What follows belongs to an exercise in optimizing a design on an open flow for small area and a short achievable clock period; a production flow would make more cautious choices.
Only simulation tests tie the RTL to the original design; equivalence was not proved.
No activity file was given, so power comes from the tool's default toggle rates.

==> job 1178 <==
// single_cycle_alu_memory
module single_cycle_alu_memory (
    input clk, rst, start,
    input [1:0] op,                 
    input [1:0] mem_op,             
    input [7:0] addr,               
    input [7:0] in_a, in_b,         
    input [7:0] write_data,         
    output reg [15:0] result,       
    output reg error,               
    output reg done                 
);
    reg [7:0] memory [0:255];       
    always @(posedge clk or posedge rst) begin
        if (rst) begin
            result <= 0;
            error <= 0;
            done <= 0;
        end else if (start) begin
            done <= 0;
            error <= 0;
            if (mem_op == 2'b01) begin
                memory[addr] <= write_data;
                done <= 1;
            end else if (mem_op == 2'b10) begin
                result <= memory[addr];
                done <= 1;
            end else begin
                case (op)
                    2'b00: result <= in_a + in_b;                      
                    2'b01: result <= in_a - in_b;                      
                    2'b10: result <= in_a * in_b;                      
                    2'b11: begin
                        if (in_b != 0)
                            result <= in_a / in_b;                     
                        else begin
                            result <= 16'hFFFF;                        
                            error <= 1;
                        end
                    end
                    default: result <= 16'h0;
                endcase
                done <= 1;
            end
        end
    end
endmodule
==> module single_cycle_alu_memory, before the edit <==
module single_cycle_alu_memory (
    input clk, rst, start,
    input [1:0] op,                 
    input [1:0] mem_op,             
    input [7:0] addr,               
    input [7:0] in_a, in_b,         
    input [7:0] write_data,         
    output reg [15:0] result,       
    output reg error,               
    output reg done                 
);
    reg [7:0] memory [0:255];       
    always @(posedge clk or posedge rst) begin
        if (rst) begin
            result <= 0;
            error <= 0;
            done <= 0;
        end else if (start) begin
            done <= 0;
            error <= 0;
            if (mem_op == 2'b01) begin
                memory[addr] <= write_data;
                done <= 1;
            end else if (mem_op == 2'b10) begin
                result <= memory[addr];
                done <= 1;
            end else begin
                case (op)
                    2'b00: result <= in_a + in_b;                      
                    2'b01: result <= in_a - in_b;                      
                    2'b10: result <= in_a * in_b;                      
                    2'b11: begin
                        if (in_b != 0)
                            result <= in_a / in_b;                     
                        else begin
                            result <= 16'hFFFF;                        
                            error <= 1;
                        end
                    end
                    default: result <= 16'h0;
                endcase
                done <= 1;
            end
        end
    end
endmodule
==> flow/config.mk <==
export PLATFORM = sky130hd
export DESIGN_NAME = single_cycle_alu_memory
export DESIGN_NICKNAME = single_cycle_alu_memory
export VERILOG_FILES = /design/flow/design.v
export SDC_FILE = /design/flow/constraint.sdc
export NUM_CORES = 4
export LEC_CHECK = 0
export CAP_MARGIN = 30
export CORE_MARGIN = 2
export CORE_UTILIZATION = 30
export SLEW_MARGIN = 30
==> flow/constraint.sdc <==
create_clock -name core_clock -period 35.0 [get_ports {clk}]
set_input_delay 7.0000 -clock core_clock [delete_from_list [all_inputs] [get_ports {clk}]]
set_output_delay 7.0000 -clock core_clock [all_outputs]
set_load 0.01 [all_outputs]
run.sh (not shown) runs the stock make flow with config.mk's settings and CLKGATE_MAP_FILE= SYNTH_SCRIPT=/design/flow/synth_recipe.tcl, a recipe that flattens the netlist after the stock synthesis.
==> job 8625 (differences from job 1178) <==
==> flow/design.v (replaced) <==
module mem_hold (input we, input wen, input d, input q, output y);
    assign y = (we & d) | (wen & q);
endmodule
module rd_aoi3 (input s0, d0, s1, d1, s2, d2, output y);
    assign y = ~((s0 & d0) | (s1 & d1) | (s2 & d2));
endmodule
module row_ctl (input hn, ln, hw, hwn, l, output sel, we, wen);
    assign sel = ~(hn | ln);
    assign we  = ~(hwn | ln);
    assign wen = ~(hw & l);
endmodule
module rd_or (input [85:0] xn, output y);
    assign y = ~&xn;
endmodule
module single_cycle_alu_memory (
    input clk, rst, start,
    input [1:0] op,                 
    input [1:0] mem_op,             
    input [7:0] addr,               
    input [7:0] in_a, in_b,         
    input [7:0] write_data,         
    output reg [15:0] result,       
    output reg error,               
    output reg done                 
);
    wire is_wr  = (mem_op == 2'b01);
    wire is_rd  = (mem_op == 2'b10);
    wire is_alu = ~is_wr & ~is_rd;
    wire wr_go = start & ~rst & is_wr;
    wire [15:0] hi = 16'd1 << addr[7:4];
    wire [15:0] lo = 16'd1 << addr[3:0];
    wire [15:0] hiw = hi & {16{wr_go}};
    wire [255:0] sel;
    wire [255:0] we;
    wire [255:0] wen;
    wire [2047:0] bits;             
    genvar r, b, g;
    generate
        for (r = 0; r < 256; r = r + 1) begin : row
            reg [7:0] word;
            wire [7:0] nxt;
            row_ctl ctl (.hn(~hi[r/16]), .ln(~lo[r%16]), .hw(hiw[r/16]), .hwn(~hiw[r/16]),
                         .l(lo[r%16]), .sel(sel[r]), .we(we[r]), .wen(wen[r]));
            for (b = 0; b < 8; b = b + 1) begin : bt
                mem_hold h (.we(we[r]), .wen(wen[r]), .d(write_data[b]), .q(word[b]), .y(nxt[b]));
                assign bits[256*b + r] = word[b];
            end
            always @(posedge clk)
                word <= nxt;
        end
    endgenerate
    wire [7:0] rd_data;
    generate
        for (b = 0; b < 8; b = b + 1) begin : col
            wire [85:0] xn;
            for (g = 0; g < 85; g = g + 1) begin : grp
                rd_aoi3 a (.s0(sel[3*g]), .d0(bits[256*b + 3*g]), .s1(sel[3*g+1]), .d1(bits[256*b + 3*g+1]),
                           .s2(sel[3*g+2]), .d2(bits[256*b + 3*g+2]), .y(xn[g]));
            end
            assign xn[85] = ~(sel[255] & bits[256*b + 255]);
            rd_or o (.xn(xn), .y(rd_data[b]));
        end
    endgenerate
    wire [9:0] b1 = {2'b0, in_b};
    wire [9:0] b2 = {1'b0, in_b, 1'b0};
    wire [9:0] b3 = b1 + b2;
    reg  [7:0] rem;
    reg  [7:0] quo;
    reg  [9:0] t;
    reg        c1, c2, c3;
    integer k;
    always @* begin
        rem = in_a;
        for (k = 3; k >= 0; k = k - 1) begin
            t  = {2'b0, rem} >> (2*k);
            c1 = t >= b1;
            c2 = t >= b2;
            c3 = t >= b3;
            quo[2*k+1] = c2;
            quo[2*k]   = c3 | (c1 & ~c2);
            if (c3)      rem = rem - (b3 << (2*k));
            else if (c2) rem = rem - (b2 << (2*k));
            else if (c1) rem = rem - (b1 << (2*k));
        end
    end
    wire b_zero = (in_b == 8'd0);
    reg [15:0] alu;
    always @* begin
        case (op)
            2'b00: alu = {8'd0, in_a} + {8'd0, in_b};
            2'b01: alu = {8'd0, in_a} - {8'd0, in_b};
            2'b10: alu = in_a * in_b;
            default: alu = b_zero ? 16'hFFFF : {8'd0, quo};
        endcase
    end
    always @(posedge clk or posedge rst) begin
        if (rst) begin
            result <= 16'd0;
            error  <= 1'b0;
            done   <= 1'b0;
        end else if (start) begin
            done  <= 1'b1;
            error <= is_alu & (op == 2'b11) & b_zero;
            if (is_rd)
                result <= {8'd0, rd_data};
            else if (is_alu)
                result <= alu;
        end
    end
endmodule
==> flow/flow/run.sh (new file) <==
#!/bin/bash
set -euo pipefail
sed 's/"\${@:-finish}"/ADDER_MAP_FILE= "${@:-finish}"/' standard.sh > standard_nofa.sh
grep -q 'ADDER_MAP_FILE= ' standard_nofa.sh
for step in synth floorplan place cts route finish; do
    bash standard_nofa.sh $step > flow_$step.log 2>&1
done
==> flow/standard.sh (new file) <==
#!/bin/bash
# synth_recipe.tcl (not shown) runs the flow's synth.tcl, then flattens the netlist and writes it again
# the make line also repeats each setting of config.mk as NAME=value (left out here)
make -C /OpenROAD-flow-scripts/flow DESIGN_CONFIG=/design/flow/config.mk WORK_HOME=/design/flow/orfs CLKGATE_MAP_FILE= SYNTH_SCRIPT=/design/flow/synth_recipe.tcl "${@:-finish}"
--- a/flow/config.mk
+++ b/flow/config.mk
@@ -7,5 +7,8 @@
 export LEC_CHECK = 0
 export CAP_MARGIN = 30
 export CORE_MARGIN = 2
-export CORE_UTILIZATION = 30
+export CORE_UTILIZATION = 50
+export CTS_BUF_LIST = sky130_fd_sc_hd__clkbuf_4 sky130_fd_sc_hd__clkbuf_8
 export SLEW_MARGIN = 30
+export SYNTH_HIERARCHICAL = 1
+export SYNTH_MINIMUM_KEEP_SIZE = 0
removed: flow/run.sh
==> summary.txt <==
- Count of clock-buffer cells in the layout: job 1178 is lower than job 8625 (295).
- Of job 8625 and job 1178, job 1178 has the higher design area (gap 17%, measured against job 1178).
- Via count: job 8625 is lower than job 1178 (9.0%).
- Of job 8625 and job 1178, job 8625 has the higher core utilization (gap 20 points).
- The maximum frequency of job 8625 is 2.7 times that of job 1178.
- Between job 8625 and job 1178, the lower non-clock buffer count is in job 8625 (gap 891).
==> figures <==
| item | job 8625 | job 1178 |
|---|---|---|
| Distinct cells, synth | 90 | 98 |
| Number of fill cells | 12883 | 25772 |
| Power density over the cells | 56.6 nW/µm² | 58.9 nW/µm² |
| Worst Hold Margin | 469 ps | 476 ps |
| Initial antenna violation count | 10 | 100 |
| Tcrit/Tclk final | 35.0% | 94.5% |
| Part of the power in registers | 48.1% | 43.6% |
| Power attributed to combinational cells | 0.000288 W | 0.00124 W |
| Leading register cell type out of synthesis | sky130_fd_sc_hd__dfxtp_1 | sky130_fd_sc_hd__edfxtp_1 |
| Outcome | complete, no violations | complete, no violations |
| Number of signal-net inverters in the final layout | 71 | 109 |
| Largest fanout on the critical path | 32 | 15 |
| Final clock-cell share | 8.45% | 6.30% |

==> static timing again, ports no longer ideal <==
No port has a modelled driver above. Below, the same layouts with a new extraction and two added sets of constraints. Step 1, drivers: a clkbuf_16 drives clk and a buf_2 each remaining input, both assumed. Step 2 also shifts input and output timing later by t, the mid clock arrival at the registers, as if the neighbouring blocks saw the same clock. Slacks: ideal ports / drivers / drivers and shift; pairs: ideal ports / drivers.
run	shift t [ns]	slack for setup (ns)	worst hold slack (ns)	cell pins on the clock port's net
job 1178	1.008	1.935 / 2.009 / 1.001	0.476 / 0.476 / 0.476	1
job 8625	1.107	22.748 / 22.802 / 21.695	0.469 / 0.469 / 0.469	1
After both steps setup and hold are still met in every run listed. The setup slack of job 8625, which loses most, moves by +0.054 ns with the drivers and by -1.053 ns with both steps.
